This is an optimization exercise on Yosys and OpenROAD, whose aim is a short achievable clock period and few clock cycles, not a production implementation.
The RTL was checked by simulation tests, not by an equivalence proof against the original design.
Power is estimated from default activity; no workload was simulated.

**flow/run.sh**
```bash
#!/bin/bash
# synth_recipe.tcl (not shown) runs the flow's synth.tcl, then flattens the netlist and writes it again
# the make line also repeats each setting of config.mk as NAME=value (left out here)
make -C /OpenROAD-flow-scripts/flow DESIGN_CONFIG=/design/flow/config.mk WORK_HOME=/design/flow/orfs CLKGATE_MAP_FILE= SYNTH_SCRIPT=/design/flow/synth_recipe.tcl finish
```
**flow/design.v**
```verilog
module cpu_top (
    input  wire        clk,
    input  wire        reset,
    output wire [11:0] imem_addr,
    input  wire [17:0] imem_data,
    output wire [11:0] dmem_addr,
    output wire [17:0] dmem_wdata,
    output wire        dmem_we,
    input  wire [17:0] dmem_rdata,
    output wire        halted
);
    reg [11:0] pc;
    reg [17:0] ir;
    reg        ir_v;
    reg [11:0] ir_pc1;         
    reg        x_v;
    reg [17:0] x_a, x_b, x_c;
    reg        x_add, x_sub, x_lgc, x_nor, x_shf, x_sra, x_pass;
    reg        x_wen;          
    reg        x_cmov;         
    reg [3:0]  x_wa;
    reg        x_ld, x_st, x_push, x_halt;
    reg [3:0]  x_rd;
    reg [11:0] m_addr;
    reg [17:0] m_wdata;
    reg        m_we;
    reg        m_ld;
    reg [3:0]  m_rd;
    reg        halted_r;
    reg [17:0] R [0:15];
    wire [4:0]  f_op   = imem_data[17:13];
    wire        f_jmp  = (f_op[4:1] == 4'b0101);                
    wire [11:0] pc1    = pc + 12'd1;
    wire [12:0] f_sj   = {pc, 1'b1} + {imem_data[11:0], 1'b1};    
    wire [12:0] f_sl   = {pc, 1'b1} + {{3{imem_data[8]}}, imem_data[8:0], 1'b1};  
    wire [11:0] f_next = !f_jmp   ? pc1 :
                         f_op[0]  ? f_sl[12:1] : f_sj[12:1];
    wire [17:0] s_add = x_a + x_b;
    wire [17:0] s_sub = x_a - x_b;
    wire [17:0] lgc   = x_nor ? ~(x_a | x_b) : ~(x_a & x_b);
    wire [18:0] shx   = $signed({x_sra & x_a[17], x_a}) >>> x_b[4:0];
    wire [17:0] x_res = ({18{x_add}}  & s_add)
                      | ({18{x_sub}}  & s_sub)
                      | ({18{x_lgc}}  & lgc)
                      | ({18{x_shf}}  & shx[17:0])
                      | ({18{x_pass}} & x_a);
    wire        x_we  = x_v & (x_wen | (x_cmov & (x_b != 18'd0)));
    wire [4:0]  op  = ir[17:13];
    wire [3:0]  rd  = ir[12:9];
    wire [3:0]  rs1 = ir[8:5];
    wire [3:0]  rs2 = ir[4:1];
    wire [17:0] sx  = {{13{ir[4]}}, ir[4:0]};
    wire d_rr    = (op[4:3] == 2'b00) && (op[2:1] != 2'b11);    
    wire d_imm   = (op == 5'd6) || (op == 5'd7) || (op == 5'd8) || (op == 5'd9);
    wire d_add   = (op == 5'd0) || (op == 5'd6);
    wire d_sub   = (op == 5'd1) || (op == 5'd7);
    wire d_lgc   = (op == 5'd2) || (op == 5'd3) || (op == 5'd8) || (op == 5'd9);
    wire d_shf   = (op == 5'd4) || (op == 5'd5);
    wire d_jal   = (op == 5'd11);
    wire d_ld    = (op == 5'd12);
    wire d_st    = (op == 5'd13);
    wire d_push  = (op == 5'd14);
    wire d_pop   = (op == 5'd15);
    wire d_lui   = (op == 5'd16);
    wire d_cmov  = (op == 5'd17);
    wire d_halt  = (op == 5'd31);
    wire use_rs1 = d_rr | d_imm | d_ld | d_st | d_cmov;
    wire use_rs2 = d_rr | d_cmov;
    wire use_rd  = d_st | d_push;
    wire use_sp  = d_push | d_pop;
    wire hazard = x_v & x_ld & ((use_rs1 & (x_rd == rs1)) |
                                (use_rs2 & (x_rd == rs2)) |
                                (use_rd  & (x_rd == rd))  |
                                (use_sp  & (x_rd == 4'd15)));
    wire run   = ir_v & ~halted_r;
    wire stall = run & hazard;
    wire go    = run & ~hazard & ~(x_v & x_halt);
    wire [3:0] ra = use_sp ? 4'd15 : rs1;
    function [17:0] rdreg(input [3:0] n);
        if (x_we && x_wa == n)
            rdreg = x_res;
        else if (m_ld && m_rd == n)
            rdreg = dmem_rdata;
        else
            rdreg = R[n];
    endfunction
    wire [17:0] va = rdreg(ra);
    wire [17:0] vb = rdreg(rs2);
    wire [17:0] vc = rdreg(rd);
    wire [17:0] d_a = d_lui ? {ir[8:0], 9'd0} :
                      d_jal ? {6'd0, ir_pc1}  : va;
    wire [17:0] d_b = (d_imm | d_ld | d_st) ? sx :
                      (d_push | d_pop) ? 18'd1 : vb;    
    always @(posedge clk or posedge reset) begin
        if (reset) begin
            pc     <= 12'd0;
            ir     <= 18'd0;
            ir_v   <= 1'b0;
            ir_pc1 <= 12'd0;
        end else if (!stall) begin
            pc     <= f_next;
            ir     <= imem_data;
            ir_v   <= 1'b1;
            ir_pc1 <= pc1;
        end
    end
    always @(posedge clk or posedge reset) begin
        if (reset) begin
            x_v    <= 1'b0;
            x_a    <= 18'd0;
            x_b    <= 18'd0;
            x_c    <= 18'd0;
            x_add  <= 1'b0;
            x_sub  <= 1'b0;
            x_lgc  <= 1'b0;
            x_nor  <= 1'b0;
            x_shf  <= 1'b0;
            x_sra  <= 1'b0;
            x_pass <= 1'b0;
            x_wen  <= 1'b0;
            x_cmov <= 1'b0;
            x_wa   <= 4'd0;
            x_ld   <= 1'b0;
            x_st   <= 1'b0;
            x_push <= 1'b0;
            x_halt <= 1'b0;
            x_rd   <= 4'd0;
        end else begin
            x_v    <= go;
            x_a    <= d_a;
            x_b    <= d_b;
            x_c    <= vc;
            x_add  <= d_add | d_ld | d_st | d_pop;
            x_sub  <= d_sub | d_push;
            x_lgc  <= d_lgc;
            x_nor  <= op[0];
            x_shf  <= d_shf;
            x_sra  <= op[0];
            x_pass <= d_lui | d_jal | d_cmov;
            x_wen  <= d_rr | d_imm | d_lui | d_jal | d_push | d_pop;
            x_cmov <= d_cmov;
            x_wa   <= use_sp ? 4'd15 : rd;
            x_ld   <= d_ld | d_pop;
            x_st   <= d_st | d_push;
            x_push <= d_push;
            x_halt <= d_halt;
            x_rd   <= rd;
        end
    end
    always @(posedge clk or posedge reset) begin
        if (reset) begin
            halted_r <= 1'b0;
            m_addr   <= 12'd0;
            m_wdata  <= 18'd0;
            m_we     <= 1'b0;
            m_ld     <= 1'b0;
            m_rd     <= 4'd0;
        end else begin
            if (x_v & x_halt)
                halted_r <= 1'b1;
            m_addr  <= x_push ? x_a[11:0] : s_add[11:0];
            m_wdata <= x_c;
            m_we    <= x_v & x_st;
            m_ld    <= x_v & x_ld;
            m_rd    <= x_rd;
        end
    end
    integer i;
    always @(posedge clk or posedge reset) begin
        if (reset) begin
            for (i = 0; i < 16; i = i + 1)
                R[i] <= 18'd0;
        end else begin
            for (i = 0; i < 16; i = i + 1) begin
                if (x_we && x_wa == i[3:0])
                    R[i] <= x_res;
                else if (m_ld && m_rd == i[3:0])
                    R[i] <= dmem_rdata;
            end
        end
    end
    assign imem_addr  = pc;
    assign dmem_addr  = m_addr;
    assign dmem_wdata = m_wdata;
    assign dmem_we    = m_we;
    assign halted     = halted_r;
endmodule
```
**flow/config.mk**
```make
export PLATFORM = sky130hd
export DESIGN_NAME = cpu_top
export DESIGN_NICKNAME = cpu_top
export VERILOG_FILES = /design/flow/design.v
export SDC_FILE = /design/flow/constraint.sdc
export NUM_CORES = 4
export LEC_CHECK = 0
export ABC_CLOCK_PERIOD_IN_PS = 2500
export CAP_MARGIN = 20
export CORE_MARGIN = 2
export CORE_UTILIZATION = 40
export PLACE_DENSITY = 0.6
export SETUP_SLACK_MARGIN = 5
export SLEW_MARGIN = 20
```
**flow/constraint.sdc**
```tcl
create_clock -name core_clock -period 10.0 [get_ports {clk}]
set_input_delay 2.0000 -clock core_clock [delete_from_list [all_inputs] [get_ports {clk}]]
set_output_delay 2.0000 -clock core_clock [all_outputs]
set_load 0.01 [all_outputs]
```
==> results of run 1 <==
## power groups by stage
| stage | logic, mW | registers (mW) | clock network [mW] |
|---|---|---|---|
| 6_report | 3.04 | 3.21 | 2.01 |
| 5_1_grt | 3.30 | 3.24 | 2.09 |
| 4_1_cts | 2.95 | 3.15 | 2.02 |
| 3_5_place_dp | 2.93 | 3.17 | 0 |
| 3_3_place_gp | 2.90 | 3.18 | 0 |
| 2_1_floorplan | 2.12 | 2.82 | 0 |
## cells in the mapped netlist (all sizes together) (10+ instances only)
| master | instances | area (µm²) |
|---|---|---|
| ha | 67 | 838 |
| nor2b | 140 | 876 |
| and2 | 12 | 75.1 |
| xnor2 | 47 | 412 |
| o211ai | 25 | 188 |
| a31oi | 21 | 131 |
| and3 | 23 | 144 |
| a32oi | 17 | 149 |
| nand4 | 60 | 375 |
| o21a | 15 | 113 |
| mux4 | 18 | 405 |
| a21oi | 304 | 1560 |
| dfrtp | 443 | 11100 |
| nor2 | 186 | 698 |
| nand2b | 38 | 238 |
| nor4 | 19 | 119 |
| nor4b | 11 | 128 |
| buf | 61 | 313 |
| a22o | 45 | 394 |
| o31ai | 10 | 75.1 |
| mux2i | 121 | 1220 |
| a221oi | 54 | 498 |
| nor3 | 43 | 220 |
| a22oi | 236 | 1770 |
| clkbuf | 287 | 1080 |
| a222oi | 17 | 170 |
| o21ai | 236 | 1180 |
| xor2 | 28 | 245 |
| nor4bb | 11 | 110 |
| nand3b | 12 | 90.1 |
| mux2 | 116 | 1310 |
| nand2 | 292 | 1100 |
| inv | 76 | 285 |
| a211oi | 144 | 1090 |
| o21bai | 11 | 82.6 |
| nand3 | 76 | 380 |
| o22ai | 45 | 282 |
## worst max-delay path by stage
stage,endpoint,slack (ps),depth (start not counted)
2_1_floorplan,R[0][0]$_DFFE_PP0P_,2010,1
3_3_place_gp,pc[11]$_DFFE_PP0N_,5260,10
3_5_place_dp,pc[11]$_DFFE_PP0N_,5270,10
4_1_cts,R[6][15]$_DFFE_PP0P_,5400,10
5_1_grt,R[2][15]$_DFFE_PP0P_,5120,10
6_report,x_a[11]$_DFF_PP0_,5240,10
## critical path, cell delays in order (launching register included)
cell and delay (ps):
dfrtp_2 720, buf_4 670, nand2_1 360, nor3_2 890, buf_4 330, a22oi_1 100
nand2_1 90, o32ai_1 90, o21ai_0 1010, a21boi_0 220, a31oi_1 190
## metal layers
| metal | GRT usage (%) | routed length (µm) | up-vias |
|---|---|---|---|
| li1 | - | - | 13118 |
| met1 | 49.2 | 58100 | 15393 |
| met2 | 50.5 | 58900 | 2645 |
| met3 | 16.4 | 22100 | 789 |
| met4 | 22.0 | 11300 | 6 |
| met5 | 0 | 40 | - |
## registers in the layout, summed over array words and instances (netlist names), 4 cells and up
register and flops:
R 288, m_rd 4, x_a 18, m_wdata 18, x_wa 4, m_addr 12
x_b 18, x_c 18, ir_pc1 12, pc 12, x_rd 4, ir 18
## kinds of logic after synthesis
| kind of cell | count (synthesis) |
|---|---|
| AOI/OAI and AO/OA | 1286 |
| and+or+nand+nor | 971 |
| DFF | 443 |
| buffers and inverters | 427 |
| muxes | 255 |
| xor gates and xnor gates | 75 |
| adders and majority gates | 70 |
| other | 1 |
## cell type report
type                       count  area (µm²)  area share, %
clock buffer                  73        1520           4.36
antenna                        9        22.5         0.0646
multi-input combinational   2658       18600           53.2
tap                         1030        1290           3.70
clock inverter                23         250          0.718
inverter                      77         293          0.840
sequential                   443       11100           31.8
timing repair buffer         218        1850           5.30
==> flow_summary.yaml, run 1 <==
clock_network:
  clock-root-buffer: "clkbuf_16"
  clock_sinks: 443
  clk_pin_slew_worst_paths_ps: 60
  postCtsSetupBuffers: 0
  clockBufferDepth: 3
  cts_buffers: 52
  ctsResizeCount: 0
  holdBufCountCts: 0
  clk_latency_ps: 660
  h-tree-depth: 2
  cts_tree: "yes"
power:
  power_frac_clock_pct: 24.3
  p_per_area_mw_per_mm2: 237
  finalPower_mw: 8.26
  p_leak_nw: 14.0
  combPwrFrac_pct: 36.8
  intPower_mw: 4.82
  p_sw_mw: 3.43
  sequentialPowerShare_pct: 38.9
  switching_share_pct: 41.6
  ir_worst_vdd_uv: 136
min_path:
  worstHoldEndpoint: "m_wdata[5]$_DFF_PP0_"
  min-delay-start: "x_c[5]$_DFF_PP0_"
  min_path_type: "register to register"
  holdPathStages: 0
placement:
  dp.cells: 4423
  gp_congestion: 1.00
  portBuffers: 81
  place_area_mm2: 0.0330
  pre_cts_slack_ps: 5270
  hpwl_um: 93400
grt:
  grt_pass1_vias: 29617
  grt_overflow: 0
  grt_antenna_before_repair: 10
  grt_max_degree: 68
  grt_usage_pct: 37.5
  grt_pass1_wl_um: 216000
timing:
  setup_viol: 0
  finalSetupTns_ps: 0
  whs_ps: 348
  worstMarginPinSlew_ps: 1280
  fin_skew_ps: 48.8
  relSlewSlack_pct: 13.6
  rsz0062_at_grt: "no"
  finalHoldViolCount: 0
  finalCritPeriodShare_pct: 47.6
  max_freq_mhz: 210
  fin_crit_ps: 4760
  slew_violations: 0
  worst_slack_ps: 5240
route:
  drc: 0
  ant_nets: 0
  first_pass_iters: 11
  via_per_inst: 7.05
  drtIter0Drc: 5008
  num_vias: 31951
  routed_wl_um: 150000
  wl_per_cell_um: 33.2
finish:
  final_util_pct: 45.8
  area_growth_pct: 13.0
  fin_area_mm2: 0.0349
  num-fill-cells: 7400
  final_cell_mix: "dfrtp_1, a21oi_1, nand2_1"
  fin_nets: 3558
  drive_gt1_share_pct: 13.3
  final_common_cell: "dfrtp_1"
  instances_no_fill: 4531
critical_path:
  reg2reg_setup_slack_ps: 5240
  r2r_start: "ir[6]$_DFFE_PP0N_"
  critPathArrivalTime_ps: 5330
  rr_worst_depth: 10
  critical_path.max_fanout: 49
  crit_path_end_kind: "register"
  r2r-end: "x_a[11]$_DFF_PP0_"
  worst-endpoint-required_ps: 10570
  critPathLaunch: "ir[6]$_DFFE_PP0N_"
  worst_setup_path_start_kind: "register"
  crit_type: "register to register"
yosys:
  muxShareOfSynthArea_pct: 9.51
  synth_seq_cells: 443
  synth-adder-area-share_pct: 2.91
  ys_async_sr_fraction_pct: 100
  postSynthCellCount: 3528
  avgSynthCellArea_um2: 8.75
  synth_compound_area_share_pct: 28.0
  synthSimpleGateAreaFrac_pct: 16.0
  synth_edf_count: 0
  synth_seq_area_share_pct: 35.9
  synth-xor-area-share_pct: 2.13
  netlist-cell-type-count: 94
  ys_warn_count: 2
  synth_top_family_by_area: "compound AO/OA/AOI/OAI gates"
  synth_nets: 3636
  syn_area_mm2: 0.0309
  synth_ff_type: "dfrtp_1"
floorplanning:
  dieArea_mm2: 0.0794
  core_mm2: 0.0762
  fp-row-count: 101
  die_h_um: 282
  io_pins: 82
  start_util_pct: 40.5
  die_x_um: 282
run_status:
  outcome: "finished clean"
job:
  cap_violations: 0
Testbench counts, summed over its fixed seeds: cycles 23,491.
==> run 2: changes to the inputs <==
==> flow/flow/run.sh (new file) <==
#!/bin/bash
# The standard layout, with timing repair aimed at a period well under the
# 10 ns clock (setup margin 7 ns), so the resizer works on the paths that set
# the achieved period. The clock, constraints and synthesis are unchanged.
set -euo pipefail
bash standard.sh SETUP_SLACK_MARGIN=7 finish > standard_make.log 2>&1
==> flow/standard.sh (new file) <==
#!/bin/bash
# synth_recipe.tcl (not shown) runs the flow's synth.tcl, then flattens the netlist and writes it again
# the make line also repeats each setting of config.mk as NAME=value (left out here)
make -C /OpenROAD-flow-scripts/flow DESIGN_CONFIG=/design/flow/config.mk WORK_HOME=/design/flow/orfs CLKGATE_MAP_FILE= SYNTH_SCRIPT=/design/flow/synth_recipe.tcl "${@:-finish}"
--- a/flow/config.mk
+++ b/flow/config.mk
@@ -10,5 +10,5 @@
 export CORE_MARGIN = 2
 export CORE_UTILIZATION = 40
 export PLACE_DENSITY = 0.6
-export SETUP_SLACK_MARGIN = 5
 export SLEW_MARGIN = 20
+export TNS_END_PERCENT = 100
removed: flow/run.sh
==> run 2 against run 1 <==
Compared with the run above:
- clock power down 4%
- via count up 6.8%
- die area stayed put
- cell count is 5.4% higher
- critical path depth increased by 3
- synthesized cell count unchanged
==> flow_summary.yaml, run 2 <==
run_status:
  outcome: "finished clean"
yosys:
  synth_ff_type: "dfrtp_1"
  netlist_top_cells_count: "dfrtp_1, a21oi_1, nand2_1"
  synth_top_area_share_pct: 35.9
  synth_seq_area_share_pct: 35.9
  yosys.area.top_type: "dfrtp_1"
  syn_area_mm2: 0.0309
  netlist-cell-type-count: 94
  synth_seq_cells: 443
  postSynthCellCount: 3528
  avgSynthCellArea_um2: 8.75
  ys_warn_count: 2
  synth_nets: 3636
  synth_edf_count: 0
  synth.most_common_cell: "dfrtp_1"
  synth_area_leaders: "dfrtp_1, a22oi_1, a21oi_1"
  ys_async_sr_fraction_pct: 100
power:
  intPower_mw: 5.45
  ir_worst_vdd_uv: 146
  p_leak_nw: 15.8
  switching_share_pct: 42.2
  p_per_area_mw_per_mm2: 239
  finalPower_mw: 9.43
  sequentialPowerShare_pct: 33.3
  power_frac_clock_pct: 20.5
  p_sw_mw: 3.98
  combPwrFrac_pct: 46.2
finish:
  drive_gt1_share_pct: 29.7
  num-fill-cells: 6951
  largest_register_ffs: 288
  final_util_pct: 51.9
  final_cell_mix: "dfrtp_1, nand2_1, buf_4"
  area_growth_pct: 28.0
  final_common_cell: "dfrtp_1"
  top_register: "R"
  fin_nets: 3804
route:
  wl_per_cell_um: 34.8
  ant_nets: 0
  drtIter0Drc: 5783
  routed_wl_um: 166000
  first_pass_iters: 10
  num_vias: 34130
  via_per_inst: 7.15
  drc: 0
critical_path:
  crit_path_end_kind: "register"
  max_stage_delay_ps: 540
  worst_setup_path_start_kind: "register"
  critical_path.max_fanout: 6
  critPathLaunch: "x_b[10]$_DFF_PP0_"
  rr_worst_depth: 13
  crit_type: "register to register"
  crit_slowest_cell: "or4_4"
  critPathArrivalTime_ps: 3820
  path_cells: "inv_2, ha_4, or4_4, or3_4, a211oi_4, buf_6, o31ai_4, mux2i_2, o21bai_4, nor3_4, buf_12, buf_8, mux2i_1"
  r2r_start: "x_b[10]$_DFF_PP0_"
  reg2reg_setup_slack_ps: 6650
  r2r-end: "R[1][15]$_DFFE_PP0P_"
  worst-endpoint-required_ps: 10470
floorplanning:
  core_mm2: 0.0762
  die_x_um: 282
  dieArea_mm2: 0.0794
  die_h_um: 282
  io_pins: 82
  start_util_pct: 40.5
  fp-row-count: 101
grt:
  grt_pass1_wl_um: 227000
  grt_max_degree: 85
  grt_overflow: 0
  grt_usage_pct: 39.9
  grt_antenna_before_repair: 9
  grt_pass1_vias: 30570
placement:
  hpwl_um: 94500
  gp_congestion: 1.03
  portBuffers: 81
  pre_cts_slack_ps: 5350
min_path:
  min_path_type: "register to register"
  min-delay-start: "x_c[4]$_DFF_PP0_"
  worstHoldEndpoint: "m_wdata[4]$_DFF_PP0_"
  holdPathStages: 0
clock_network:
  clockBufferDepth: 3
  clk_pin_slew_worst_paths_ps: 60
  cts_buffers: 53
  clock-root-buffer: "clkbuf_16"
  clock_sinks: 443
  holdBufCountCts: 0
  cts_tree: "yes"
  clk_latency_ps: 650
  h-tree-depth: 2
timing:
  setup_viol: 0
  rsz0062_at_grt: "yes"
  fin_crit_ps: 3350
  finalCritPeriodShare_pct: 33.5
  finalSetupTns_ps: 0
  worst_slack_ps: 6650
  slew_violations: 0
  relSlewSlack_pct: 18.5
  max_freq_mhz: 298
  fin_skew_ps: 34.7
  finalHoldViolCount: 0
  whs_ps: 338
  worstMarginPinSlew_ps: 1220
job:
  cap_violations: 0
-- run 2: changes by cell type in the layout (fill, tap and decap cells not counted), sizes merged, moves of 2 or more --
| cell | change |
|---|---|
| buf | +278 |
| clkbuf | +7 |
| clkinv | +8 |
| bufbuf | +5 |
| dlygate4sd2 | +8 |
| clkdlybuf4s15 | +2 |
| inv | -3 |
| clkdlybuf4s50 | -66 |
| o221a | +3 |
-- run 2: cells by family (layout without fill, tap and decap cells) --
kind of cell,count (synthesis),in the layout,synth area share [%]
other cells,1,10,0.0121
compound gates,1286,1289,28.0
simple gates,971,973,16.0
mux,255,255,9.51
fa+ha+maj,70,70,2.91
xor+xnor,75,75,2.13
buf+inv,427,631,5.50
flops,443,443,35.9
-- run 2: per-layer routing --
| metal | track usage, % | routed length, µm | share of wire [%] | vias up |
|---|---|---|---|---|
| met3 | 18.6 | 26400 | 16 | 922 |
| met5 | 0 | 220 | 0.13 | - |
| met2 | 54.4 | 64600 | 39 | 3039 |
| met1 | 50.8 | 61200 | 37 | 16524 |
| li1 | - | - | - | 13637 |
| met4 | 24.4 | 13700 | 8.3 | 8 |
-- run 2: worst max-delay path: cells and delay by family (launching register included) --
kind	cells	cell delay, ps
and+or+nand+nor	3	1280
buffers and inverters	4	550
DFF	1	420
AOI/OAI and AO/OA	3	370
muxes	2	340
adders and majority gates	1	200
-- run 2: how the worst max path moves through the flow --
stage                                end  slack [ps]  cells past startpoint
floorplan            R[0][0]$_DFFE_PP0P_        2010                      1
global placement     R[5][5]$_DFFE_PP0P_        5310                      4
detailed placement   R[5][5]$_DFFE_PP0P_        5350                      4
CTS                   pc[10]$_DFFE_PP0N_        6710                     12
global route        R[1][15]$_DFFE_PP0P_        6580                     13
finish              R[1][15]$_DFFE_PP0P_        6650                     13
-- run 2: repair_timing --
item | in CTS | in global routing
setup endpoints to repair | 819 | 529
cloned | 13 | 12
resized for setup | 529 | 280
buffers inserted | 126 | 102
pin swaps | 59 | 101
-- run 2: stage by stage --
stage	instance area, µm²	std cells
CTS	37400	4653
global route	39500	4769
finish	39500	4776
floorplan	31300	3528
detailed placement	33400	4418
global placement	33400	4417
-- run 2: layout make-up --
class / count / area (µm²) / share of cell area, %
diodes: 9 / 22.5 / 0.0570
clock buffers: 69 / 1450 / 3.66
clock inverters: 27 / 220 / 0.557
inverters: 77 / 334 / 0.845
multi-input cells: 2663 / 20500 / 51.9
flip-flops and latches: 443 / 11100 / 28.2
well taps: 1030 / 1290 / 3.26
repair buffers: 457 / 4570 / 11.6
repair inverters: 1 / 5.00 / 0.0127
-- run 2: power groups by stage --
stage	clock network [mW]	registers, mW	logic, mW
2_1_floorplan	0	2.83	2.25
3_3_place_gp	0	3.15	3.01
3_5_place_dp	0	3.14	3.05
4_1_cts	1.93	3.08	3.77
5_1_grt	2.01	3.17	4.58
6_report	1.93	3.14	4.36
==> run 3: changes to the inputs <==
--- a/flow/design.v
+++ b/flow/design.v
@@ -31,10 +31,8 @@
     wire [4:0]  f_op   = imem_data[17:13];
     wire        f_jmp  = (f_op[4:1] == 4'b0101);                
     wire [11:0] pc1    = pc + 12'd1;
-    wire [12:0] f_sj   = {pc, 1'b1} + {imem_data[11:0], 1'b1};    
-    wire [12:0] f_sl   = {pc, 1'b1} + {{3{imem_data[8]}}, imem_data[8:0], 1'b1};  
-    wire [11:0] f_next = !f_jmp   ? pc1 :
-                         f_op[0]  ? f_sl[12:1] : f_sj[12:1];
+    wire [11:0] f_tj   = pc1 + imem_data[11:0];                         
+    wire [11:0] f_tl   = pc1 + {{3{imem_data[8]}}, imem_data[8:0]};     
     wire [17:0] s_add = x_a + x_b;
     wire [17:0] s_sub = x_a - x_b;
     wire [17:0] lgc   = x_nor ? ~(x_a | x_b) : ~(x_a & x_b);
@@ -43,8 +41,9 @@
                       | ({18{x_sub}}  & s_sub)
                       | ({18{x_lgc}}  & lgc)
                       | ({18{x_shf}}  & shx[17:0])
-                      | ({18{x_pass}} & x_a);
-    wire        x_we  = x_v & (x_wen | (x_cmov & (x_b != 18'd0)));
+                      | ({18{x_pass}} & x_a)
+                      | ({18{x_cmov}} & ((x_b != 18'd0) ? x_a : x_c));
+    wire        x_we  = x_v & x_wen;
     wire [4:0]  op  = ir[17:13];
     wire [3:0]  rd  = ir[12:9];
     wire [3:0]  rs1 = ir[8:5];
@@ -66,7 +65,7 @@
     wire d_halt  = (op == 5'd31);
     wire use_rs1 = d_rr | d_imm | d_ld | d_st | d_cmov;
     wire use_rs2 = d_rr | d_cmov;
-    wire use_rd  = d_st | d_push;
+    wire use_rd  = d_st | d_push | d_cmov;        
     wire use_sp  = d_push | d_pop;
     wire hazard = x_v & x_ld & ((use_rs1 & (x_rd == rs1)) |
                                 (use_rs2 & (x_rd == rs2)) |
@@ -91,14 +90,24 @@
                       d_jal ? {6'd0, ir_pc1}  : va;
     wire [17:0] d_b = (d_imm | d_ld | d_st) ? sx :
                       (d_push | d_pop) ? 18'd1 : vb;    
+    wire        f_sh = stall;
+    wire        f_si = ~stall & ~f_jmp;
+    wire        f_sj = ~stall &  f_jmp & ~f_op[0];
+    wire        f_sl = ~stall &  f_jmp &  f_op[0];
+    wire [11:0] f_next = ({12{f_sh}} & pc)   | ({12{f_si}} & pc1)
+                       | ({12{f_sj}} & f_tj) | ({12{f_sl}} & f_tl);
+    always @(posedge clk or posedge reset) begin
+        if (reset)
+            pc <= 12'd0;
+        else
+            pc <= f_next;
+    end
     always @(posedge clk or posedge reset) begin
         if (reset) begin
-            pc     <= 12'd0;
             ir     <= 18'd0;
             ir_v   <= 1'b0;
             ir_pc1 <= 12'd0;
         end else if (!stall) begin
-            pc     <= f_next;
             ir     <= imem_data;
             ir_v   <= 1'b1;
             ir_pc1 <= pc1;
@@ -136,8 +145,8 @@
             x_nor  <= op[0];
             x_shf  <= d_shf;
             x_sra  <= op[0];
-            x_pass <= d_lui | d_jal | d_cmov;
-            x_wen  <= d_rr | d_imm | d_lui | d_jal | d_push | d_pop;
+            x_pass <= d_lui | d_jal;
+            x_wen  <= d_rr | d_imm | d_lui | d_jal | d_push | d_pop | d_cmov;
             x_cmov <= d_cmov;
             x_wa   <= use_sp ? 4'd15 : rd;
             x_ld   <= d_ld | d_pop;
==> run 3 against run 2 <==
Compared with the run above:
- worst hold slack gained 84 ps
- via count down 1.1%
- critical endpoint is now x_c[16]$_DFF_PP0_
- core utilization down 0.94 points
- final area is essentially flat
- critical path depth rose by 1
- routed wire length shrank 1.7%
- sequential share of layout area is essentially flat
- count of clock-buffer cells in the layout fell by 3
==> flow_summary.yaml, run 3 <==
run_status:
  outcome: "finished clean"
yosys:
  synth_nets: 3672
  synth_top_area_share_pct: 35.3
  syn_area_mm2: 0.0314
  yosys.area.top_type: "dfrtp_1"
  synth_edf_count: 0
  ys_async_sr_fraction_pct: 100
  postSynthCellCount: 3564
  synth_seq_area_share_pct: 35.3
  synth_ff_type: "dfrtp_1"
  netlist-cell-type-count: 96
  synth_seq_cells: 443
  avgSynthCellArea_um2: 8.80
  synth_area_leaders: "dfrtp_1, a22oi_1, mux2_2"
  ys_warn_count: 2
  netlist_top_cells_count: "dfrtp_1, a21oi_1, nand2_1"
  synth.most_common_cell: "dfrtp_1"
route:
  via_per_inst: 7.13
  first_pass_iters: 11
  num_vias: 33762
  drtIter0Drc: 5291
  ant_nets: 0
  drc: 0
  wl_per_cell_um: 34.5
  routed_wl_um: 163000
power:
  intPower_mw: 5.56
  sequentialPowerShare_pct: 32.7
  combPwrFrac_pct: 45.6
  p_per_area_mw_per_mm2: 240
  ir_worst_vdd_uv: 142
  p_sw_mw: 3.94
  power_frac_clock_pct: 21.7
  switching_share_pct: 41.5
  p_leak_nw: 15.8
  finalPower_mw: 9.50
critical_path:
  critPathBufInv: 4
  r2r-end: "x_c[16]$_DFF_PP0_"
  worst-endpoint-required_ps: 10560
  max_stage_delay_ps: 410
  critical_path_depth: 14
  cp_top_family: "compound AO/OA/AOI/OAI gates"
  rr_worst_depth: 14
  critPathLaunch: "x_b[0]$_DFF_PP0_"
  worst_setup_path_start_kind: "register"
  crit_slowest_cell: "dfrtp_1"
  reg2reg_setup_slack_ps: 6630
  crit_path_end_kind: "register"
  crit_top_cell: "buf_4"
  critical_path.max_fanout: 4
  crit_type: "register to register"
  r2r_start: "x_b[0]$_DFF_PP0_"
  critPathArrivalTime_ps: 3930
  path_cells: "buf_12, ha_4, fa_2, or2_1, a221oi_2, o211a_1, a311oi_4, buf_4, o21ba_4, a211oi_4, a21oi_4, buf_4, buf_16, mux2i_2"
timing:
  fin_skew_ps: 32.0
  worstMarginPinSlew_ps: 1200
  finalHoldViolCount: 0
  finalCritPeriodShare_pct: 33.7
  finalSetupTns_ps: 0
  slew_violations: 0
  rsz0062_at_grt: "yes"
  setup_viol: 0
  relSlewSlack_pct: 20.0
  max_freq_mhz: 297
  fin_crit_ps: 3370
  worst_slack_ps: 6630
clock_network:
  clock_sinks: 443
  h-tree-depth: 2
  clockBufferDepth: 3
  clock-root-buffer: "clkbuf_16"
  clk_pin_slew_worst_paths_ps: 70
  clk_latency_ps: 660
  cts_tree: "yes"
  cts_buffers: 52
  holdBufCountCts: 0
min_path:
  worstHoldEndpoint: "m_wdata[3]$_DFF_PP0_"
  holdPathStages: 0
  min_path_type: "register to register"
  min-delay-start: "x_c[3]$_DFF_PP0_"
floorplanning:
  die_x_um: 284
  die_h_um: 284
  fp-row-count: 102
  core_mm2: 0.0776
  dieArea_mm2: 0.0807
  io_pins: 82
  start_util_pct: 40.4
placement:
  hpwl_um: 97500
  portBuffers: 81
  gp_congestion: 1.00
  pre_cts_slack_ps: 5310
grt:
  grt_overflow: 0
  grt_pass1_wl_um: 227000
  grt_max_degree: 74
  grt_usage_pct: 38.3
  grt_pass1_vias: 31009
  grt_antenna_before_repair: 7
finish:
  drive_gt1_share_pct: 28.5
  final_cell_mix: "dfrtp_1, nand2_1, a22oi_1"
  top_register: "R"
  largest_register_ffs: 288
  fin_nets: 3762
  area_growth_pct: 26.0
  final_common_cell: "dfrtp_1"
  num-fill-cells: 7211
job:
  cap_violations: 0
run 3: routing by layer:
metal | GRT usage [%] | share of wire, % | vias to the layer above
met5 | 0.179 | 0.12 | -
met4 | 26.2 | 9.1 | 10
met3 | 15.1 | 15 | 972
met2 | 54.6 | 41 | 2928
met1 | 47.4 | 35 | 16218
li1 | - | - | 13634
run 3: area by class of cell:
type	instances	area, µm²	area share, %
Antenna cell	4	10.0	0.0253
Clock buffer	66	1440	3.63
Clock inverter	26	348	0.880
Inverter	71	299	0.757
Multi-Input combinational cell	2695	20900	52.9
Sequential cell	443	11200	28.2
Tap cell	1040	1300	3.29
Timing Repair Buffer	390	4040	10.2
Timing Repair inverter	1	5.00	0.0127
run 3: cell families after synthesis:
logic type	share of synthesized area (%)
muxes	10.7
buffers and inverters	5.39
xor gates and xnor gates	2.01
AOI/OAI and AO/OA	28.1
other	0.0120
and+or+nand+nor	15.6
DFF	35.3
adders and majority gates	2.86
run 3: power by group through the flow:
| stage | combinational, mW | clock [mW] | sequential [mW] |
|---|---|---|---|
| 5_1_grt | 4.57 | 2.14 | 3.15 |
| 3_5_place_dp | 3.15 | 0 | 3.11 |
| 4_1_cts | 3.79 | 2.06 | 3.06 |
| 6_report | 4.33 | 2.06 | 3.11 |
| 3_3_place_gp | 3.13 | 0 | 3.11 |
| 2_1_floorplan | 2.31 | 0 | 2.80 |
run 3: worst max path at each step:
stage / to / slack [ps]
3_5_place_dp: ir[1]$_DFFE_PP0P_ / 5310
5_1_grt: x_b[14]$_DFF_PP0_ / 6530
6_report: x_c[16]$_DFF_PP0_ / 6630
2_1_floorplan: R[0][0]$_DFFE_PP0P_ / 2010
3_3_place_gp: ir[1]$_DFFE_PP0P_ / 5320
4_1_cts: x_b[14]$_DFF_PP0_ / 6590
run 3: what timing repair did:
action,in CTS,in global routing
endpoints found under the setup margin,778,590
setup buffers,114,52
gates resized for setup,489,318
cloned,14,11
pin swaps,74,78
run 3: per-stage QoR:
stage	cell area [µm²]	hold slack, ps	cells	utilization (%)
6_report	39500	421	4736	50.9
5_1_grt	39500	433	4732	50.9
4_1_cts	37700	433	4669	48.6
3_5_place_dp	33700	418	4449	43.5
3_3_place_gp	33700	424	4448	43.5
2_1_floorplan	31700	349	3564	-
run 3: worst reg2reg max path, delay by kind of cell, from the launching register on:
family | cells | cell delay (ps)
AND/OR/NAND/NOR | 1 | 230
AO/OA/AOI/OAI | 6 | 1360
adder cells (fa/ha/maj) | 2 | 500
flip-flops | 1 | 410
buffers and inverters | 4 | 640
multiplexers | 1 | 140
Testbench counts of run 3, summed over its fixed seeds: cycles 23,505.
==> run 4: changes to the inputs <==
--- a/flow/design.v
+++ b/flow/design.v
@@ -10,6 +10,7 @@
     output wire        halted
 );
     reg [11:0] pc;
+    reg [11:0] pc1;            
     reg [17:0] ir;
     reg        ir_v;
     reg [11:0] ir_pc1;         
@@ -30,9 +31,12 @@
     reg [17:0] R [0:15];
     wire [4:0]  f_op   = imem_data[17:13];
     wire        f_jmp  = (f_op[4:1] == 4'b0101);                
-    wire [11:0] pc1    = pc + 12'd1;
-    wire [11:0] f_tj   = pc1 + imem_data[11:0];                         
-    wire [11:0] f_tl   = pc1 + {{3{imem_data[8]}}, imem_data[8:0]};     
+    wire [11:0] f_off  = f_op[0] ? {{3{imem_data[8]}}, imem_data[8:0]}    
+                                 : imem_data[11:0];                       
+    wire [11:0] f_t0   = pc1 + f_off;                                     
+    wire [12:0] f_t1s  = {pc1, 1'b1} + {f_off, 1'b1};
+    wire [11:0] f_t1   = f_t1s[12:1];                                     
+    wire [11:0] pc2    = pc1 + 12'd1;
     wire [17:0] s_add = x_a + x_b;
     wire [17:0] s_sub = x_a - x_b;
     wire [17:0] lgc   = x_nor ? ~(x_a | x_b) : ~(x_a & x_b);
@@ -90,89 +94,69 @@
                       d_jal ? {6'd0, ir_pc1}  : va;
     wire [17:0] d_b = (d_imm | d_ld | d_st) ? sx :
                       (d_push | d_pop) ? 18'd1 : vb;    
-    wire        f_sh = stall;
-    wire        f_si = ~stall & ~f_jmp;
-    wire        f_sj = ~stall &  f_jmp & ~f_op[0];
-    wire        f_sl = ~stall &  f_jmp &  f_op[0];
-    wire [11:0] f_next = ({12{f_sh}} & pc)   | ({12{f_si}} & pc1)
-                       | ({12{f_sj}} & f_tj) | ({12{f_sl}} & f_tl);
+    always @(posedge clk or posedge reset) begin
+        if (reset) begin
+            pc  <= 12'd0;
+            pc1 <= 12'd1;
+        end else if (!stall) begin
+            pc  <= f_jmp ? f_t0 : pc1;
+            pc1 <= f_jmp ? f_t1 : pc2;
+        end
+    end
     always @(posedge clk or posedge reset) begin
         if (reset)
-            pc <= 12'd0;
-        else
-            pc <= f_next;
+            ir_v <= 1'b0;
+        else if (!stall)
+            ir_v <= 1'b1;
     end
-    always @(posedge clk or posedge reset) begin
-        if (reset) begin
-            ir     <= 18'd0;
-            ir_v   <= 1'b0;
-            ir_pc1 <= 12'd0;
-        end else if (!stall) begin
+    always @(posedge clk) begin
+        if (!stall) begin
             ir     <= imem_data;
-            ir_v   <= 1'b1;
             ir_pc1 <= pc1;
         end
     end
     always @(posedge clk or posedge reset) begin
-        if (reset) begin
-            x_v    <= 1'b0;
-            x_a    <= 18'd0;
-            x_b    <= 18'd0;
-            x_c    <= 18'd0;
-            x_add  <= 1'b0;
-            x_sub  <= 1'b0;
-            x_lgc  <= 1'b0;
-            x_nor  <= 1'b0;
-            x_shf  <= 1'b0;
-            x_sra  <= 1'b0;
-            x_pass <= 1'b0;
-            x_wen  <= 1'b0;
-            x_cmov <= 1'b0;
-            x_wa   <= 4'd0;
-            x_ld   <= 1'b0;
-            x_st   <= 1'b0;
-            x_push <= 1'b0;
-            x_halt <= 1'b0;
-            x_rd   <= 4'd0;
-        end else begin
-            x_v    <= go;
-            x_a    <= d_a;
-            x_b    <= d_b;
-            x_c    <= vc;
-            x_add  <= d_add | d_ld | d_st | d_pop;
-            x_sub  <= d_sub | d_push;
-            x_lgc  <= d_lgc;
-            x_nor  <= op[0];
-            x_shf  <= d_shf;
-            x_sra  <= op[0];
-            x_pass <= d_lui | d_jal;
-            x_wen  <= d_rr | d_imm | d_lui | d_jal | d_push | d_pop | d_cmov;
-            x_cmov <= d_cmov;
-            x_wa   <= use_sp ? 4'd15 : rd;
-            x_ld   <= d_ld | d_pop;
-            x_st   <= d_st | d_push;
-            x_push <= d_push;
-            x_halt <= d_halt;
-            x_rd   <= rd;
-        end
+        if (reset)
+            x_v <= 1'b0;
+        else
+            x_v <= go;
+    end
+    always @(posedge clk) begin
+        x_a    <= d_a;
+        x_b    <= d_b;
+        x_c    <= vc;
+        x_add  <= d_add | d_ld | d_st | d_pop;
+        x_sub  <= d_sub | d_push;
+        x_lgc  <= d_lgc;
+        x_nor  <= op[0];
+        x_shf  <= d_shf;
+        x_sra  <= op[0];
+        x_pass <= d_lui | d_jal;
+        x_wen  <= d_rr | d_imm | d_lui | d_jal | d_push | d_pop | d_cmov;
+        x_cmov <= d_cmov;
+        x_wa   <= use_sp ? 4'd15 : rd;
+        x_ld   <= d_ld | d_pop;
+        x_st   <= d_st | d_push;
+        x_push <= d_push;
+        x_halt <= d_halt;
+        x_rd   <= rd;
     end
     always @(posedge clk or posedge reset) begin
         if (reset) begin
             halted_r <= 1'b0;
-            m_addr   <= 12'd0;
-            m_wdata  <= 18'd0;
             m_we     <= 1'b0;
             m_ld     <= 1'b0;
-            m_rd     <= 4'd0;
         end else begin
             if (x_v & x_halt)
                 halted_r <= 1'b1;
-            m_addr  <= x_push ? x_a[11:0] : s_add[11:0];
-            m_wdata <= x_c;
             m_we    <= x_v & x_st;
             m_ld    <= x_v & x_ld;
-            m_rd    <= x_rd;
         end
+    end
+    always @(posedge clk) begin
+        m_addr  <= x_push ? x_a[11:0] : s_add[11:0];
+        m_wdata <= x_c;
+        m_rd    <= x_rd;
     end
     integer i;
     always @(posedge clk or posedge reset) begin
==> flow/flow/run.sh (replaced) <==
#!/bin/bash
# The standard layout, with two changes to how it is made:
#  - timing repair aims at a period well under the 10 ns clock (setup
#    margin 7 ns), so the resizer works on the paths that set the achieved
#    period;
#  - synthesis leaves adders to ABC instead of mapping them to the
#    library's full/half-adder cells (ADDER_MAP_FILE empty), which gives
#    faster carry logic. Registers, their names and cell types are the
#    same as the standard synthesis's.
# The clock, constraints and all other steps are unchanged.
set -euo pipefail
bash standard.sh ADDER_MAP_FILE= SETUP_SLACK_MARGIN=7 finish > standard_make.log 2>&1
==> run 4 against run 3 <==
Compared with the run above:
- first-iteration DRC count increased by 3.0%
- cell count increased by 3.1%
- sequential power increased by 8.7%
- core utilization increased by 2.8 points
- worst hold slack got worse by 65 ps
- routed wire length decreased by 1.1%
- synthesized area decreased by 2.2%
- register-to-register slack improved by 40 ps
- largest cell class unchanged
- highest routed layer unchanged
- die area decreased by 2.1%
- count of clock-buffer cells in the layout increased by 12
- sequential share of layout area decreased by 1.1 points
- still clean on timing, DRC and antenna
==> flow_summary.yaml, run 4 <==
critical_path:
  crit_path_end_kind: "register"
  worst-endpoint-required_ps: 10540
  critPathArrivalTime_ps: 4010
  worst_setup_path_start_kind: "primary input"
  crit_slowest_cell: "a311oi_4"
  crit_type: "primary input to register"
  path_cells: "buf_12, or2_4, a311oi_4, o31ai_2, a221oi_2, a21boi_2, o21ai_2, xnor2_1, nand2_1, xnor2_1, mux2_4"
  crit_top_cell: "xnor2_1"
  critPathBufInv: 1
  critical_path.max_fanout: 8
  max_stage_delay_ps: 340
  cp_top_family: "compound AO/OA/AOI/OAI gates"
route:
  ant_nets: 0
  routed_wl_um: 162000
  via_per_inst: 7.00
  num_vias: 34189
  wl_per_cell_um: 33.1
  drtIter0Drc: 5448
  first_pass_iters: 10
  drc: 0
finish:
  largest_register_ffs: 288
  final_common_cell: "dfrtp_1"
  drive_gt1_share_pct: 31.3
  top_register: "R"
  final_cell_mix: "dfrtp_1, buf_4, nand2_1"
  area_growth_pct: 32.9
  fin_nets: 3835
  instances_no_fill: 4881
grt:
  grt_pass1_vias: 31134
  use_met2_pct: 53.7
  grt_max_degree: 67
  grt_overflow: 0
  grt_usage_pct: 39.1
  busiest_layer: "met2"
  grt_pass1_wl_um: 224000
  grtUsageMet3_pct: 17.0
  grt_antenna_before_repair: 11
  gr-usage-met1_pct: 49.1
clock_network:
  clock-root-buffer: "clkbuf_16"
  holdBufCountCts: 0
  cts_tree: "yes"
  clk_latency_ps: 660
  h-tree-depth: 2
  clockBufferDepth: 3
  cts_buffers: 53
  clock_sinks: 455
  clk_pin_slew_worst_paths_ps: 60
yosys:
  syn_area_mm2: 0.0307
  synth_area_leaders: "dfrtp_1, dfxtp_1, mux2i_1"
  yosys.area.top_type: "dfrtp_1"
  synth_top_area_share_pct: 25.8
  synth_seq_cells: 455
  synth_edf_count: 30
  postSynthCellCount: 3625
  netlist-cell-type-count: 93
  ys_warn_count: 2
  avgSynthCellArea_um2: 8.46
  netlist_top_cells_count: "nand2_1, dfrtp_1, a21oi_1"
  ys_async_sr_fraction_pct: 69.7
  synth_ff_type: "dfrtp_1"
  synth.most_common_cell: "nand2_1"
  synth_nets: 3663
  synth_seq_area_share_pct: 35.8
power:
  intPower_mw: 5.74
  sequentialPowerShare_pct: 34.8
  combPwrFrac_pct: 43.2
  power_frac_clock_pct: 22.0
  ir_worst_vdd_uv: 188
  switching_share_pct: 41.0
  p_sw_mw: 3.98
  p_per_area_mw_per_mm2: 238
  p_leak_nw: 16.0
timing:
  rsz0062_at_grt: "yes"
  whs_ps: 356
  max_freq_mhz: 288
  relSlewSlack_pct: 17.1
  finalHoldViolCount: 0
  finalCritPeriodShare_pct: 34.7
  setup_viol: 0
  fin_crit_ps: 3470
  fin_skew_ps: 49.6
  slew_violations: 0
  worstMarginPinSlew_ps: 1240
  finalSetupTns_ps: 0
floorplanning:
  dieArea_mm2: 0.0789
  die_x_um: 281
  start_util_pct: 40.4
  fp-row-count: 101
  core_mm2: 0.0759
  io_pins: 82
  die_h_um: 281
placement:
  gp_congestion: 1.07
  hpwl_um: 92200
  portBuffers: 81
  dp.cells: 4489
job:
  cap_violations: 0
run_status:
  outcome: "finished clean"
min_path:
  min_path_type: "register to register"
run 4: final timing paths:
check                                from              endpoint  slack (ps)  cells past startpoint
setup / recovery             imem_data[5]    pc[11]$_DFFE_PP0N_        6530                     11
hold reg to reg            x_c[2]$_DFF_P_    m_wdata[2]$_DFF_P_         360                      0
max in group asynchronous           reset  R[3][13]$_DFFE_PP0P_        7160                      4
hold / removal             x_c[2]$_DFF_P_    m_wdata[2]$_DFF_P_         360                      0
min in group asynchronous           reset  R[14][2]$_DFFE_PP0P_        2000                      2
setup reg to reg           x_b[0]$_DFF_P_       x_a[16]$_DFF_P_        6670                     16
run 4: cells by family (layout without fill, tap and decap cells):
logic type | count (synthesis) | after routing | synth area share (%)
AOI/OAI and AO/OA | 1263 | 1265 | 27.3
adders and majority gates | 28 | 28 | 0.938
other | 1 | 12 | 0.0122
and+or+nand+nor | 1015 | 1015 | 15.7
buffers and inverters | 413 | 626 | 5.28
xor gates and xnor gates | 141 | 141 | 4.03
DFF | 455 | 455 | 35.8
muxes | 309 | 309 | 10.9
run 4: what timing repair did:
item                                   CTS  global route
setup buffers                          150            98
gates cloned                            24             9
endpoints found under the hold margin    0             0
setup endpoints to repair              665           397
gates resized for setup                669           446
pin swaps                              116           147
run 4: layout make-up:
class	count	area, µm²
clock inverter	20	305
fill	6658	35200
multi-input combinational	2759	21100
timing repair buffer	484	5190
inverter	43	199
clock buffer	78	1560
tap	1030	1290
sequential	455	11100
timing repair inverter	1	5.00
antenna	11	27.5
run 4: stage by stage:
| stage | cell area (µm²) | utilization, % | setup slack, ps | power (mW) |
|---|---|---|---|---|
| after floorplan | 31100 | - | 3780 | 5.02 |
| after global placement | 32900 | 43.4 | 5020 | 6.03 |
| after detailed placement | 33000 | 43.4 | 4980 | 6.05 |
| after CTS | 38000 | 50.0 | 6460 | 8.91 |
| after global routing | 40800 | 53.7 | 6420 | 10.1 |
| final | 40800 | 53.7 | 6530 | 9.72 |
run 4: power groups by stage:
| stage | combinational (mW) | clock, mW | sequential [mW] |
|---|---|---|---|
| 6_report | 4.20 | 2.14 | 3.38 |
| 5_1_grt | 4.41 | 2.22 | 3.42 |
| 3_5_place_dp | 2.75 | 0 | 3.31 |
| 2_1_floorplan | 2.16 | 0 | 2.86 |
| 3_3_place_gp | 2.71 | 0 | 3.32 |
| 4_1_cts | 3.48 | 2.13 | 3.30 |
run 4: routing by layer:
layer / share of wire [%] / routed length, µm
met1: 36 / 58800
met5: 0.072 / 116
met4: 9.5 / 15400
met2: 39 / 62700
met3: 15 / 24400
Testbench counts of run 4, summed over its fixed seeds: cycles 23,505.
==> run 5: changes to the inputs <==
--- a/flow/design.v
+++ b/flow/design.v
@@ -24,10 +24,12 @@
     reg [3:0]  x_rd;
     reg [11:0] m_addr;
     reg [17:0] m_wdata;
-    reg        m_we;
     reg        m_ld;
     reg [3:0]  m_rd;
     reg        halted_r;
+    reg [11:0] pc_o;
+    reg        we_o;
+    reg        halted_o;
     reg [17:0] R [0:15];
     wire [4:0]  f_op   = imem_data[17:13];
     wire        f_jmp  = (f_op[4:1] == 4'b0101);                
@@ -103,6 +105,18 @@
             pc1 <= f_jmp ? f_t1 : pc2;
         end
     end
+    always @(posedge clk) begin
+        if (reset) begin
+            pc_o     <= 12'd0;
+            we_o     <= 1'b0;
+            halted_o <= 1'b0;
+        end else begin
+            if (!stall)
+                pc_o <= f_jmp ? f_t0 : pc1;
+            we_o     <= x_v & x_st;
+            halted_o <= halted_r | (x_v & x_halt);
+        end
+    end
     always @(posedge clk or posedge reset) begin
         if (reset)
             ir_v <= 1'b0;
@@ -144,12 +158,10 @@
     always @(posedge clk or posedge reset) begin
         if (reset) begin
             halted_r <= 1'b0;
-            m_we     <= 1'b0;
             m_ld     <= 1'b0;
         end else begin
             if (x_v & x_halt)
                 halted_r <= 1'b1;
-            m_we    <= x_v & x_st;
             m_ld    <= x_v & x_ld;
         end
     end
@@ -172,9 +184,9 @@
             end
         end
     end
-    assign imem_addr  = pc;
+    assign imem_addr  = pc_o;
     assign dmem_addr  = m_addr;
     assign dmem_wdata = m_wdata;
-    assign dmem_we    = m_we;
-    assign halted     = halted_r;
+    assign dmem_we    = we_o;
+    assign halted     = halted_o;
 endmodule
==> flow/flow/run.sh (replaced) <==
#!/bin/bash
# The standard layout, with timing repair aimed at a period well under the
# 10 ns clock (setup margin 7 ns), so the resizer works on the paths that
# set the achieved period. Synthesis, clock, constraints and all other
# steps are unchanged.
set -euo pipefail
bash standard.sh SETUP_SLACK_MARGIN=7 finish > standard_make.log 2>&1
==> run 5 against run 4 <==
Compared with the run above:
- non-clock buffer count decreased by 56
- critical path depth increased by 2
- clock power rose by 2%
- worst hold slack gained 13 ps
- synthesized area rose by 1.2%
- final area shrank 2.2%
- global-route usage is essentially flat
- via count shrank 0.53%
- sequential share of layout area increased by 0.62 points
- core utilization is 2.1 points lower
- first-iteration DRC count up 1.3%
==> flow_summary.yaml, run 5 <==
timing:
  fin_skew_ps: 47.5
  worstMarginPinSlew_ps: 1080
  worst_slack_ps: 6540
  slew_violations: 0
  rsz0062_at_grt: "yes"
  setup_viol: 0
  finalHoldViolCount: 0
  finalSetupTns_ps: 0
  finalCritPeriodShare_pct: 34.6
  max_freq_mhz: 289
  fin_crit_ps: 3460
  relSlewSlack_pct: 27.4
finish:
  top_register: "R"
  largest_register_ffs: 288
  area_growth_pct: 28.4
  fin_nets: 3877
  drive_gt1_share_pct: 27.1
  final_common_cell: "nand2_1"
  final_cell_mix: "nand2_1, dfrtp_1, a21oi_1"
  fin_area_mm2: 0.0399
clock_network:
  clock-root-buffer: "clkbuf_16"
  clock_sinks: 456
  cts_buffers: 54
  clk_pin_slew_worst_paths_ps: 60
  h-tree-depth: 2
  clk_latency_ps: 680
  cts_tree: "yes"
  clockBufferDepth: 3
  holdBufCountCts: 0
route:
  first_pass_iters: 10
  num_vias: 34008
  routed_wl_um: 164000
  wl_per_cell_um: 33.8
  drtIter0Drc: 5520
  drc: 0
  ant_nets: 0
  via_per_inst: 7.00
yosys:
  synth_nets: 3739
  synth_edf_count: 30
  synth_top_area_share_pct: 24.4
  postSynthCellCount: 3631
  syn_area_mm2: 0.0311
  synth_ff_type: "dfrtp_1"
  ys_warn_count: 2
  avgSynthCellArea_um2: 8.55
  synth_area_leaders: "dfrtp_1, dfxtp_1, mux2i_1"
  netlist-cell-type-count: 92
  netlist_top_cells_count: "nand2_1, a21oi_1, dfrtp_1"
  ys_async_sr_fraction_pct: 66.7
  synth_seq_cells: 456
  yosys.area.top_type: "dfrtp_1"
  synth_seq_area_share_pct: 35.3
  synth.most_common_cell: "nand2_1"
placement:
  portBuffers: 81
  place_area_mm2: 0.0336
  hpwl_um: 98500
  gp_congestion: 1.02
  pre_cts_slack_ps: 5240
critical_path:
  rr_worst_depth: 17
  crit_path_end_kind: "register"
  critPathArrivalTime_ps: 3990
  crit_slowest_cell: "fa_2"
  critPathBufInv: 4
  critical_path_depth: 13
  worst-endpoint-required_ps: 10540
  max_stage_delay_ps: 340
  worst_setup_path_start_kind: "primary input"
  critical_path.max_fanout: 3
  path_cells: "buf_12, inv_12, ha_4, inv_4, fa_2, a21o_1, a21oi_2, o21bai_2, a21oi_2, buf_4, xor2_1, o22ai_1, a22o_1"
  cp_top_family: "compound AO/OA/AOI/OAI gates"
  crit_top_cell: "a21oi_2"
  crit_type: "primary input to register"
run_status:
  outcome: "finished clean"
floorplanning:
  die_x_um: 283
  start_util_pct: 40.2
  core_mm2: 0.0772
  dieArea_mm2: 0.0799
  io_pins: 82
  die_h_um: 283
  fp-row-count: 102
grt:
  grt_overflow: 0
  grt_pass1_wl_um: 227000
  grt_antenna_before_repair: 11
  grt_usage_pct: 39.1
  grt_max_degree: 151
  grt_pass1_vias: 31060
min_path:
  holdPathStages: 0
  min_path_type: "register to register"
job:
  cap_violations: 0
power:
  ir_worst_vdd_uv: 147
  p_per_area_mw_per_mm2: 246
  finalPower_mw: 9.80
  p_leak_nw: 15.6
==> run 5: cell type report <==
type                    instances  area [µm²]
diodes                          3        7.51
clock buffers                  73        1610
clock inverters                28         338
fillers                      7089       37300
inverters                      81         350
multi-input cells            2747       20800
flip-flops and latches        456       11100
well taps                    1040        1300
repair buffers                428        4380
repair inverters                1        5.00
==> run 5: logic make-up (layout without fill, tap and decap cells) <==
logic type	count (synthesis)	count (layout)	share of synthesized area (%)
other	1	4	0.0121
AOI/OAI and AO/OA	1277	1280	27.4
DFF	456	456	35.3
buffers and inverters	432	611	5.47
muxes	287	287	10.3
adders and majority gates	70	70	2.92
xor gates and xnor gates	67	67	1.89
and+or+nand+nor	1041	1042	16.8
==> run 5: power breakdown <==
group | total (mW) | switching [mW] | internal [mW]
Combinational | 4.31 | 2.28 | 2.03
Clock | 2.19 | 0.901 | 1.29
Sequential | 3.30 | 0.841 | 2.46
==> run 5: per-stage QoR <==
stage	hold WS (ps)	instances	utilization, %
6_report	369	4857	51.6
2_1_floorplan	326	3631	-
4_1_cts	367	4759	49.0
5_1_grt	368	4856	51.6
3_3_place_gp	366	4532	43.4
3_5_place_dp	365	4534	43.5
==> run 5: path summary, 6_finish.rpt <==
path	endpoint	slack (ps)	startpoint
worst max-delay path	pc1[6]$_DFFE_PP0N_	6540	imem_data[0]
worst min-delay path	m_wdata[15]$_DFF_P_	370	x_c[15]$_DFF_P_
worst max register to register	x_b[14]$_DFF_P_	6640	x_b[0]$_DFF_P_
worst min register to register	m_wdata[15]$_DFF_P_	370	x_c[15]$_DFF_P_
max in group asynchronous	R[11][16]$_DFFE_PP0P_	7090	reset
min in group asynchronous	x_v$_DFF_PP0_	1840	reset
==> run 5: routing by layer <==
| metal | vias up | routed length (µm) | part of all wire [%] | GRT usage [%] |
|---|---|---|---|---|
| li1 | 13930 | - | - | - |
| met1 | 16236 | 59400 | 36 | 49.3 |
| met2 | 2887 | 66400 | 40 | 55.9 |
| met3 | 939 | 25000 | 15 | 15.6 |
| met4 | 16 | 13200 | 8.0 | 23.3 |
| met5 | - | 284 | 0.17 | 0 |
==> run 5: timing repair <==
item,in CTS,in global routing
setup buffers,112,84
gates resized for setup,557,293
endpoints found under the setup margin,660,406
pin swaps,89,114
gates cloned,12,11
Testbench counts of run 5, summed over its fixed seeds: cycles 23,505.

## afterwards: timing with drivers on the ports
No port has a modelled driver above. Below, the same layouts with a new extraction and two added sets of constraints.
Step 1, drivers: a clkbuf_16 drives clk and a buf_2 each remaining input, both assumed.
Step 2 moves the port delays by t, midway between the first and last clock arrival at a register: inputs arrive t later, outputs are due t later. That takes back most of the time a late clock gives input paths.
a / b / c = ideal ports / drivers / drivers and shift; a / b = the first two.
| run | t (ns) | setup slack, ns | worst setup path after step 2 | latest minus earliest clock arrival (ns) | worst slew at a driven data input, ns |
|---|---|---|---|---|---|
| run 1 | 0.707 | 5.238 / 5.238 / 5.195 | input to register | 0.050 / 0.050 | 0.12 |
| run 2 | 0.707 | 6.647 / 6.647 / 6.025 | input to register | 0.038 / 0.038 | 0.10 |
| run 3 | 0.708 | 6.632 / 6.632 / 6.007 | input to register | 0.041 / 0.041 | 0.13 |
| run 4 | 0.708 | 6.527 / 6.549 / 5.841 | input to register | 0.050 / 0.050 | 0.14 |
| run 5 | 0.726 | 6.543 / 6.573 / 5.847 | input to register | 0.050 / 0.051 | 0.14 |
After both steps every run listed still meets setup and hold. The setup slack of run 5, which loses most, moves by +0.030 ns with the drivers and by -0.696 ns with both steps.
